Background: an optimization exercise with open tools, aiming at small area. Do not read the settings as production practice.
Function was checked by simulation only, so behaviour that the tests miss may differ from the original.
No activity file was given, so power comes from the tool's default toggle rates.

==> module regs_uart, before the edit <==
module regs_uart(
input clk, rst,
input wr_i,rd_i,
input rx_fifo_empty_i,
input rx_oe, rx_pe, rx_fe, rx_bi,
input rx_push,
input tx_fifo_empty_i, tx_sreg_empty_i,
input [2:0] addr_i,
input [7:0] din_i,
output tx_push_o,  
output rx_pop_o,  
output baud_out,  
output tx_rst, rx_rst,
output [3:0] rx_fifo_threshold,
output reg [7:0] dout_o,
output csr_t csr_o,
input [7:0] rx_fifo_in
);
csr_t csr;  
wire tx_fifo_wr;
assign tx_fifo_wr = wr_i & (addr_i == 3'b000) & (csr.lcr.dlab == 1'b0);
assign tx_push_o = tx_fifo_wr;   
wire rx_fifo_rd;
assign rx_fifo_rd = rd_i & (addr_i == 3'b000) & (csr.lcr.dlab == 1'b0);
assign rx_pop_o = rx_fifo_rd;  
  div_t dl;
   always @(posedge clk, posedge rst)
     begin
     if (rst)
        dl.dlsb <= 8'h00;
     else if ( wr_i && addr_i == 3'b000 && csr.lcr.dlab == 1'b1)
        begin
        dl.dlsb <= din_i;
        end
     end
   always @(posedge clk, posedge rst)
     begin
     if (rst)
        dl.dmsb <= 8'h00;
     else if ( wr_i && addr_i == 3'b001 && csr.lcr.dlab == 1'b1)
        begin
        dl.dmsb <= din_i;
        end
     end
 reg update_baud;
 reg [15:0] baud_cnt;
 reg baud_pulse;
    always @(posedge clk)
         update_baud <=  wr_i & (csr.lcr.dlab == 1'b1) & ((addr_i == 3'b000) | (addr_i == 3'b001));
   always @(posedge clk, posedge rst)
   begin
    if (rst)
      baud_cnt  <= 16'h0;
    else if (update_baud || baud_cnt == 16'h0000)
      baud_cnt <= dl;
    else
      baud_cnt <= baud_cnt -1;
   end
   always @(posedge clk, posedge rst)
    begin
      if (rst)
        baud_pulse <= 1'b0;
      else
        baud_pulse <= |dl & ~|baud_cnt;
    end
assign baud_out = baud_pulse;  
   always @(posedge clk, posedge rst)
   begin
     if(rst)
       begin
       csr.fcr <= 8'h00;
       end
      else if (wr_i == 1'b1 && addr_i == 3'h2)
       begin
       csr.fcr.rx_trigger <= din_i[7:6];
       csr.fcr.dma_mode   <= din_i[3];
       csr.fcr.tx_rst     <= din_i[2];
       csr.fcr.rx_rst     <= din_i[1];
       csr.fcr.ena        <= din_i[0];
       end
       else
       begin
       csr.fcr.tx_rst     <= 1'b0;
       csr.fcr.rx_rst     <= 1'b0;
       end
   end
assign tx_rst = csr.fcr.tx_rst;   
assign rx_rst = csr.fcr.rx_rst;
reg [3:0] rx_fifo_th_count;
always_comb
begin
if(csr.fcr.ena == 1'b0)
 begin
  rx_fifo_th_count = 4'd0;
 end
else
 case(csr.fcr.rx_trigger)
  2'b00: rx_fifo_th_count = 4'd1;
  2'b01: rx_fifo_th_count = 4'd4;
  2'b10: rx_fifo_th_count = 4'd8;
  2'b11: rx_fifo_th_count = 4'd14;
 endcase
end
assign rx_fifo_threshold = rx_fifo_th_count;    
 always @(posedge clk, posedge rst)
   begin
     if(rst)
       begin
       csr.lcr <= 8'h00;
       end
     else if (wr_i == 1'b1 && addr_i == 3'h3)
       begin
       csr.lcr <= din_i;
       end
   end
 wire read_lsr;
 assign read_lsr = (rd_i == 1) & (addr_i == 3'h5);
always@(posedge clk, posedge rst)
begin
if(rst)
begin
csr.lsr <= 8'h60;  
end
else
begin
csr.lsr.dr   <=  ~rx_fifo_empty_i;
csr.lsr.oe   <=   rx_oe | (csr.lsr.oe & ~read_lsr);  
csr.lsr.pe   <=   rx_pe;
if(rx_push)
  begin
  csr.lsr.fe <= rx_fe;
  csr.lsr.bi <= rx_bi;
  end
csr.lsr.thre <=   tx_fifo_empty_i;
csr.lsr.temt <=   tx_fifo_empty_i & tx_sreg_empty_i;
csr.lsr.rx_fifo_error <= 1'b0;
end
end
 always @(posedge clk, posedge rst)
   begin
     if(rst)
       begin
       csr.scr <= 8'h00;
       end
     else if (wr_i == 1'b1 && addr_i == 3'h7)
       begin
       csr.scr <= din_i;
       end
   end
always@(posedge clk, posedge rst)
begin
if (rst)
  dout_o <= 8'h00;
else
case(addr_i)
0: dout_o <= csr.lcr.dlab ? dl.dlsb : (rx_fifo_empty_i ? 8'h00 : rx_fifo_in);
1: dout_o <= csr.lcr.dlab ? dl.dmsb : 8'h00;  
2: dout_o <= 8'h00;  
3: dout_o <= csr.lcr;  
4: dout_o <= 8'h00;  
5: dout_o <= csr.lsr;  
6: dout_o <= 8'h00;  
7: dout_o <= csr.scr;  
default: ;
endcase
end
assign csr_o = csr;
endmodule
export LEC_CHECK = 0
export CAP_MARGIN = 20
export CORE_MARGIN = 2
export CORE_UTILIZATION = 80
export CTS_BUF_LIST = sky130_fd_sc_hd__clkbuf_8
export CTS_CLUSTER_DIAMETER = 80
export CTS_CLUSTER_SIZE = 16
export SLEW_MARGIN = 20
create_clock -name core_clock -period 10.0 [get_ports {clk}]
standard.sh (not shown) runs the stock make flow with config.mk's settings and CLKGATE_MAP_FILE= SYNTH_SCRIPT=/design/flow/synth_recipe.tcl, a recipe that flattens the netlist after the stock synthesis.
==> flow/flow/run.sh <==
#!/bin/bash
# The standard layout, with the smallest buffer as the port buffer that
# global placement puts on every input and output, and small buffers in the
# upper levels of the clock tree.
set -euo pipefail
export BUFFER_PORTS_ARGS="-buffer_cell sky130_fd_sc_hd__buf_1"
export CTS_ARGS="-sink_clustering_enable -repair_clock_nets -sink_clustering_size 16 -sink_clustering_max_diameter 80 -buf_list sky130_fd_sc_hd__clkbuf_8 -sink_clustering_buffer sky130_fd_sc_hd__clkbuf_8 -root_buf sky130_fd_sc_hd__clkbuf_4 -tree_buf sky130_fd_sc_hd__clkbuf_4"
bash standard.sh > standard.log 2>&1
Rerun with:
--- a/flow/design.v
+++ b/flow/design.v
@@ -288,25 +288,25 @@
         end
      end
  reg update_baud;
- reg [15:0] baud_cnt;
+ reg [15:0] baud_cnt_n;    
  reg baud_pulse;
     always @(posedge clk)
          update_baud <=  wr_i & (csr.lcr.dlab == 1'b1) & ((addr_i == 3'b000) | (addr_i == 3'b001));
    always @(posedge clk, posedge rst)
    begin
     if (rst)
-      baud_cnt  <= 16'h0;
-    else if (update_baud || baud_cnt == 16'h0000)
-      baud_cnt <= dl;
+      baud_cnt_n <= 16'hffff;
+    else if (update_baud || &baud_cnt_n)
+      baud_cnt_n <= ~dl;
     else
-      baud_cnt <= baud_cnt -1;
+      baud_cnt_n <= baud_cnt_n + 16'd1;
    end
    always @(posedge clk, posedge rst)
     begin
       if (rst)
         baud_pulse <= 1'b0;
       else
-        baud_pulse <= |dl & ~|baud_cnt;
+        baud_pulse <= |dl & (&baud_cnt_n);
     end
 assign baud_out = baud_pulse;  
    always @(posedge clk, posedge rst)
After rerunning: Non-clock buffer count stays the same. Global-route usage fell by 1.9 points. Final cell count fell by 1.9%. Final area fell by 0.33%. Via count fell by 5.3%. Register-to-register slack improves by 440 ps. Die area fell by 0.35%.


Another version of the RTL of all_mod (not shown whole).
Size: ~1000 cells after synthesis, ~390 flip-flops, roughly 25 I/O pins, ~15000 um^2 of cells after synthesis.
==> module uart_rx_top, before the edit <==
module uart_rx_top(
input clk, rst, baud_pulse, rx, sticky_parity, eps,
input pen,
input [1:0] wls,
output reg push,
output fend,             
output reg pe,
output fe, bi,           
output reg [7:0] dout
    );
localparam [2:0] IDLE = 3'd0, START = 3'd1, READ = 3'd2, PARITY = 3'd3, STOP = 3'd4;
reg [2:0] state;
reg rx_reg;
reg [2:0] bitcnt;
reg [3:0] count;
reg par_bit;
always@(posedge clk)
  rx_reg <= rx;
wire exp_parity = sticky_parity ? ~eps : (eps ? ^dout : ~^dout);
wire c7 = (count == 4'd7);
wire c0 = (count == 4'd0);
assign fe = ~rx_reg;
assign bi = ~rx_reg & ~|dout & ~par_bit;
assign fend = baud_pulse & (state == START) & c7;
always@(posedge clk, posedge rst)
begin
if(rst)
  begin
  state  <= IDLE;
  push   <= 1'b0;
  pe     <= 1'b0;
  dout   <= 8'h00;
  end
else
  begin
  push   <= 1'b0;
  if(baud_pulse)
    case(state)
    IDLE:
      if(!rx_reg)
        state <= START;
    START:
      if(c7)
        begin
        if(rx)
          state <= IDLE;
        end
      else if(c0)
        begin
        state <= READ;
        pe    <= 1'b0;
        end
    READ:
      if(c7)
        case(wls)
        2'b00: dout <= {3'b000, rx, dout[4:1]};
        2'b01: dout <= {2'b00 , rx, dout[5:1]};
        2'b10: dout <= {1'b0  , rx, dout[6:1]};
        2'b11: dout <= {        rx, dout[7:1]};
        endcase
      else if(c0 && bitcnt == 3'd0)
        state <= pen ? PARITY : STOP;
    PARITY:
      if(c7)
        pe <= rx ^ exp_parity;
      else if(c0)
        state <= STOP;
    STOP:
      if(c7)
        begin
        push <= 1'b1;
        end
      else if(c0)
        state <= IDLE;
    default: state <= IDLE;
    endcase
  end
end
always@(posedge clk)
begin
if(baud_pulse)
  begin
  count <= (state == IDLE) ? 4'd15 : count - 4'd1;
  if(state == START && c0)
    begin
    bitcnt  <= {1'b1, wls};
    par_bit <= 1'b0;
    end
  if(state == READ && c0 && bitcnt != 3'd0)
    bitcnt <= bitcnt - 3'd1;
  if(state == PARITY && c7)
    par_bit <= rx;
  end
end
endmodule
==> module all_mod, before the edit <==
module all_mod(
input clk, rst, wr, rd,
input rx,
input [2:0] addr,
input [7:0] din,
output tx,
output [7:0] dout
    );
 csr_t       csr;
 wire baud_pulse;
 wire tx_dec, tx_cap;
 wire rx_fend;
 wire [7:0] tx_fifo_out;
 wire tx_fifo_push;
 wire tx_fifo_empty;
 wire tx_sreg_empty;
 wire r_oe, r_pe, r_fe, r_bi;
 wire rx_fifo_push, rx_fifo_pop;
 wire rx_fifo_empty;
 wire [7:0] rx_out;
 wire [7:0] rx_fifo_out;
 wire [3:0] rx_fifo_threshold;
 wire tx_rst, rx_rst;
regs_uart uart_regs_inst (
    .clk (clk),
    .rst (rst),
    .wr_i (wr),
    .rd_i (rd),
    .rx_fifo_empty_i (rx_fifo_empty),
    .rx_oe (r_oe),
    .rx_pe (r_pe),
    .rx_fe (r_fe),
    .rx_bi (r_bi),
    .rx_push (rx_fifo_push),
    .tx_fifo_empty_i (tx_fifo_empty),
    .tx_sreg_empty_i (tx_sreg_empty),
    .addr_i (addr),
    .din_i (din),
    .tx_push_o (tx_fifo_push),
    .rx_pop_o (rx_fifo_pop),
    .baud_out (baud_pulse),
    .tx_rst (tx_rst),
    .rx_rst (rx_rst),
    .rx_fifo_threshold (rx_fifo_threshold),
    .dout_o (dout),
    .csr_o (csr),
    .rx_fifo_in(rx_fifo_out)
);
uart_tx_top uart_tx_inst (
    .clk (clk),
    .rst (rst),
    .baud_pulse (baud_pulse),
    .pen (csr.lcr.pen),
    .thre (tx_fifo_empty),
    .stb (csr.lcr.stb),
    .sticky_parity (csr.lcr.stick_parity),
    .eps (csr.lcr.eps),
    .set_break (csr.lcr.set_break),
    .cap (tx_cap),
    .din (tx_fifo_out),
    .wls (csr.lcr.wls),
    .dec (tx_dec),
    .sreg_empty (tx_sreg_empty),
    .tx (tx)
);
tx_fifo tx_fifo_inst (
    .rst (rst),
    .clk (clk),
    .en (csr.fcr.ena),
    .clr (tx_rst),
    .push_in (tx_fifo_push),
    .dec (tx_dec),
    .din (din),
    .dout (tx_fifo_out),
    .empty (tx_fifo_empty),
    .cap (tx_cap)
);
 uart_rx_top uart_rx_inst (
    .clk (clk),
    .rst (rst),
    .baud_pulse (baud_pulse),
    .rx (rx),
    .sticky_parity (csr.lcr.stick_parity),
    .eps (csr.lcr.eps),
    .pen (csr.lcr.pen),
    .wls (csr.lcr.wls),
    .push (rx_fifo_push),
    .fend (rx_fend),
    .pe (r_pe),
    .fe (r_fe),
    .bi (r_bi),
    .dout(rx_out)
);
rx_fifo rx_fifo_inst (
    .rst (rst),
    .clk (clk),
    .en (csr.fcr.ena),
    .clr (rx_rst),
    .push_in (rx_fifo_push),
    .pop_in (rx_fifo_pop),
    .fend (rx_fend),
    .din (rx_out),
    .dout (rx_fifo_out),
    .empty (rx_fifo_empty),
    .overrun (r_oe)
);
endmodule
export LEC_CHECK = 0
export CAP_MARGIN = 20
export CORE_MARGIN = 2
export CORE_UTILIZATION = 80
export CTS_BUF_LIST = sky130_fd_sc_hd__clkbuf_8
export CTS_CLUSTER_DIAMETER = 80
export CTS_CLUSTER_SIZE = 16
export SLEW_MARGIN = 20
create_clock -name core_clock -period 10.0 [get_ports {clk}]
run.sh (not shown) runs the stock make flow with config.mk's settings and CLKGATE_MAP_FILE= SYNTH_SCRIPT=/design/flow/synth_recipe.tcl, a recipe that flattens the netlist after the stock synthesis.
Stock flow here: none of the scripts above is used.
Then changed:
--- a/flow/design.v
+++ b/flow/design.v
@@ -126,12 +126,11 @@
 input clk, rst, baud_pulse, rx, sticky_parity, eps,
 input pen,
 input [1:0] wls,
 output reg push,
 output fend,             
-output reg pe,
-output fe, bi,           
+output reg pe, fe, bi,
 output reg [7:0] dout
     );
 localparam [2:0] IDLE = 3'd0, START = 3'd1, READ = 3'd2, PARITY = 3'd3, STOP = 3'd4;
 reg [2:0] state;
 reg rx_reg;
@@ -141,20 +140,20 @@
 always@(posedge clk)
   rx_reg <= rx;
 wire exp_parity = sticky_parity ? ~eps : (eps ? ^dout : ~^dout);
 wire c7 = (count == 4'd7);
 wire c0 = (count == 4'd0);
-assign fe = ~rx_reg;
-assign bi = ~rx_reg & ~|dout & ~par_bit;
 assign fend = baud_pulse & (state == START) & c7;
 always@(posedge clk, posedge rst)
 begin
 if(rst)
   begin
   state  <= IDLE;
   push   <= 1'b0;
   pe     <= 1'b0;
+  fe     <= 1'b0;
+  bi     <= 1'b0;
   dout   <= 8'h00;
   end
 else
   begin
   push   <= 1'b0;
@@ -190,10 +189,12 @@
       else if(c0)
         state <= STOP;
     STOP:
       if(c7)
         begin
+        fe   <= ~rx;
+        bi   <= ~rx & ~|dout & ~par_bit;
         push <= 1'b1;
         end
       else if(c0)
         state <= IDLE;
     default: state <= IDLE;
@@ -257,11 +258,10 @@
 module regs_uart(
 input clk, rst,
 input wr_i,rd_i,
 input rx_fifo_empty_i,
 input rx_oe, rx_pe, rx_fe, rx_bi,
-input rx_push,
 input tx_fifo_empty_i, tx_sreg_empty_i,
 input [2:0] addr_i,
 input [7:0] din_i,
 output tx_push_o,  
 output rx_pop_o,  
@@ -380,15 +380,12 @@
 else
 begin
 csr.lsr.dr   <=  ~rx_fifo_empty_i;
 csr.lsr.oe   <=   rx_oe | (csr.lsr.oe & ~read_lsr);  
 csr.lsr.pe   <=   rx_pe;
-if(rx_push)
-  begin
-  csr.lsr.fe <= rx_fe;
-  csr.lsr.bi <= rx_bi;
-  end
+csr.lsr.fe   <=   rx_fe;
+csr.lsr.bi   <=   rx_bi;
 csr.lsr.thre <=   tx_fifo_empty_i;
 csr.lsr.temt <=   tx_fifo_empty_i & tx_sreg_empty_i;
 csr.lsr.rx_fifo_error <= 1'b0;
 end
 end
@@ -559,11 +556,10 @@
     .rx_fifo_empty_i (rx_fifo_empty),
     .rx_oe (r_oe),
     .rx_pe (r_pe),
     .rx_fe (r_fe),
     .rx_bi (r_bi),
-    .rx_push (rx_fifo_push),
     .tx_fifo_empty_i (tx_fifo_empty),
     .tx_sreg_empty_i (tx_sreg_empty),
     .addr_i (addr),
     .din_i (din),
     .tx_push_o (tx_fifo_push),
The changed run finished with timing, DRC and antenna clean; combinational power rises by about 5%; non-clock buffer count goes down by 3; clock-buffer cell count stays the same; routed wire length came out lower by about 4%; final area grows by 0.51%; total power rose by about 0.5%; sequential power is about the same; clock power is about the same; utilization rises by 0.44 points; setup slack is worse by 0.14 ns; global-route usage decreases by 1.6 points; via count is lower by 0.89%.

==> static timing again, ports no longer ideal <==
Ports are ideal in the flow. The routed layouts listed here were re-timed in OpenROAD. Step 1: set_driving_cell puts a clkbuf_16 on clk and a buf_2 on each other input, an assumption about the parent block. Step 2 also shifts input and output timing later by t, the mid clock arrival at the registers, as if the neighbouring blocks saw the same clock. Three values: ideal, step 1, step 2; two values: the first two.
run	t (ns)	setup WS [ns]	hold slack, ns	worst setup path after step 2
the first run of note 1	0.780	5.455 / 5.419 / 4.638	0.418 / 0.418 / 0.418	input to register
the second run of note 1	0.758	5.774 / 5.795 / 5.037	0.392 / 0.392 / 0.392	input to register
the first run of note 2	0.607	5.106 / 5.126 / 4.520	0.393 / 0.393 / 0.393	input to register
the second run of note 2	0.615	4.969 / 4.992 / 4.377	0.392 / 0.392 / 0.392	input to register
After both steps setup and hold are still met in every run listed. For the first run of note 1, which loses most, drivers alone change the setup slack by -0.036 ns; drivers and shift together by -0.817 ns.
